What follows belongs to an exercise in optimizing a design on an open flow for small area; a production flow would make more cautious choices. In this exercise RTL edits were held to simulation tests only and were not proved equivalent to the original.

// life
module life(input logic clk,
            input logic reset,
            input logic [9:0][9:0] init,
            output logic [9:0][9:0] out);
    logic [9:0][9:0] state_n;
    logic [9:0][9:0] nextstate;
    logic [9:0][9:0] d_n;
    logic reset_n;
    always_ff @(posedge clk)
        state_n <= d_n;
    assign reset_n = ~reset;
    logic [1:0] vn [10][10];
    logic [2:0] tn [10][5];
    genvar r, c;
    generate
        for (r = 0; r < 10; r = r + 1) begin : g_row
            for (c = 0; c < 10; c = c + 1) begin : g_col
                life_fa u_col(.a(state_n[(r + 9) % 10][c]),
                              .b(state_n[r][c]),
                              .c(state_n[(r + 1) % 10][c]),
                              .s(vn[r][c][0]),
                              .co(vn[r][c][1]));
            end
            for (c = 0; c < 10; c = c + 2) begin : g_pair
                life_pair u_pair(.va(vn[r][c]), .vb(vn[r][c + 1]), .t(tn[r][c / 2]));
            end
            for (c = 0; c < 10; c = c + 2) begin : g_cell
                life_rule2 u_rule(.tn(tn[r][c / 2]),
                                  .wln(vn[r][(c + 9) % 10]),
                                  .wrn(vn[r][(c + 2) % 10]),
                                  .xan(state_n[r][c]),
                                  .xbn(state_n[r][c + 1]),
                                  .ya(nextstate[r][c]),
                                  .yb(nextstate[r][c + 1]));
            end
            for (c = 0; c < 10; c = c + 1) begin : g_load
                life_load u_load(.reset(reset),
                                 .reset_n(reset_n),
                                 .init(init[r][c]),
                                 .y(nextstate[r][c]),
                                 .d_n(d_n[r][c]));
            end
        end
    endgenerate
    assign out = nextstate;
endmodule
Size: about 100 flip-flops, ~200 I/O pins, roughly 0.010 mm² of cells after synthesis.
export LEC_CHECK = 0
export CAP_MARGIN = 20
export CORE_MARGIN = 2
export CORE_UTILIZATION = 40
export CTS_BUF_LIST = sky130_fd_sc_hd__clkbuf_8
export CTS_CLUSTER_SIZE = 20
export SLEW_MARGIN = 20
export SYNTH_HIERARCHICAL = 1
create_clock -name core_clock -period 6.0 [get_ports {clk}]
standard.sh (not shown) runs the stock make flow with config.mk's settings and CLKGATE_MAP_FILE= SYNTH_SCRIPT=/design/flow/synth_recipe.tcl, a recipe that flattens the netlist after the stock synthesis.
==> flow/flow/run.sh <==
#!/bin/bash
# Own layout flow: the standard ORFS flow, with two changes.
#  1. Synthesis is the standard script (flow/synth.tcl is synth_recipe.tcl
#     plus two wrappers): ABC maps with flow/abc.script, an area-oriented
#     script, instead of ORFS's delay-driven one, and Yosys's full-adder
#     extraction only runs on the adder modules (life_fa, life_ha).
#  2. Ports are buffered with buf_1 instead of the cell buffer_ports picks.
# Every tool's output goes to a log file in the work folder.
set -euo pipefail
W=$(pwd)
export MY_ABC_SCRIPT=$W/flow/abc.script
export MY_FA_SEL="life_fa life_ha"
bash standard.sh SYNTH_SCRIPT=$W/flow/synth.tcl synth > $W/synth.log 2>&1
bash standard.sh "BUFFER_PORTS_ARGS=-buffer_cell sky130_fd_sc_hd__buf_1" finish > $W/layout.log 2>&1
test -f out/final.def
==> flow/flow/abc.script <==
strash; &get -n; &deepsyn -T 30; &put; dch -f; amap; topo
==> flow/flow/synth.tcl <==
proc synth {args} { yosys synth -nofsm -noshare {*}$args }
proc abc {args} {
  if {[info exists ::env(MY_ABC_SCRIPT)]} {
    set i [lsearch -exact $args -script]
    if {$i >= 0} { set args [lreplace $args [expr {$i+1}] [expr {$i+1}] $::env(MY_ABC_SCRIPT)] }
    set i [lsearch -exact $args -D]
    if {$i >= 0} { set args [lreplace $args $i [expr {$i+1}]] }
  }
  yosys abc {*}$args
}
proc extract_fa {args} {
  if {[info exists ::env(MY_FA_SEL)]} {
    yosys extract_fa {*}$args {*}$::env(MY_FA_SEL)
  } else {
    yosys extract_fa {*}$args
  }
}
source $::env(SCRIPTS_DIR)/synth.tcl
# left out here: clear keep_hierarchy, flatten, clean up, hide names made inside functions, write 1_2_yosys.v
The first run ran to the end with no violations.
Rerun with:
--- a/flow/flow/run.sh
+++ b/flow/flow/run.sh
@@ -6,4 +6,5 @@
 #     extraction only runs on the adder modules (life_fa, life_ha).
 #  2. Ports are buffered with buf_1 instead of the cell buffer_ports picks.
+#  3. Clock tree synthesis uses clkbuf_8 and no dummy loads.
 # Every tool's output goes to a log file in the work folder.
 set -euo pipefail
@@ -12,4 +13,5 @@
 export MY_FA_SEL="life_fa life_ha"
 bash standard.sh SYNTH_SCRIPT=$W/flow/synth.tcl synth > $W/synth.log 2>&1
-bash standard.sh "BUFFER_PORTS_ARGS=-buffer_cell sky130_fd_sc_hd__buf_1" finish > $W/layout.log 2>&1
+bash standard.sh "BUFFER_PORTS_ARGS=-buffer_cell sky130_fd_sc_hd__buf_1" \
+  "CTS_ARGS=-sink_clustering_enable -repair_clock_nets -dont_use_dummy_load -buf_list sky130_fd_sc_hd__clkbuf_8" finish > $W/layout.log 2>&1
 test -f out/final.def
- CTS_BUF_LIST: sky130_fd_sc_hd__clkbuf_8 -> unset
- CTS_CLUSTER_SIZE: 20 -> unset
Outcome: Count of clock-buffer cells in the layout went down by 2; worst hold slack hardly moves; wire length is about the same.

-- afterwards: timing with drivers on the ports --
No port has a modelled driver above. Below, the same layouts with a new extraction and two added sets of constraints.
Step 1, drivers: a clkbuf_16 drives clk and a buf_2 each remaining input, both assumed.
Step 2 adds t to the input delays and takes it off the output delays; t is the mean of the earliest and latest rising clock arrival at the registers after step 1. Input paths then give back, and output paths get back, about the clock's delay inside the block.
Three values: ideal, step 1, step 2; two values: the first two.
run	t, ns	setup WS [ns]	clock arrival spread, ns
the first run	0.417	1.655 / 1.611 / 2.029	0.013 / 0.013
the second run	0.418	1.650 / 1.606 / 2.024	0.020 / 0.020
After both steps setup and hold are still met in every run listed.
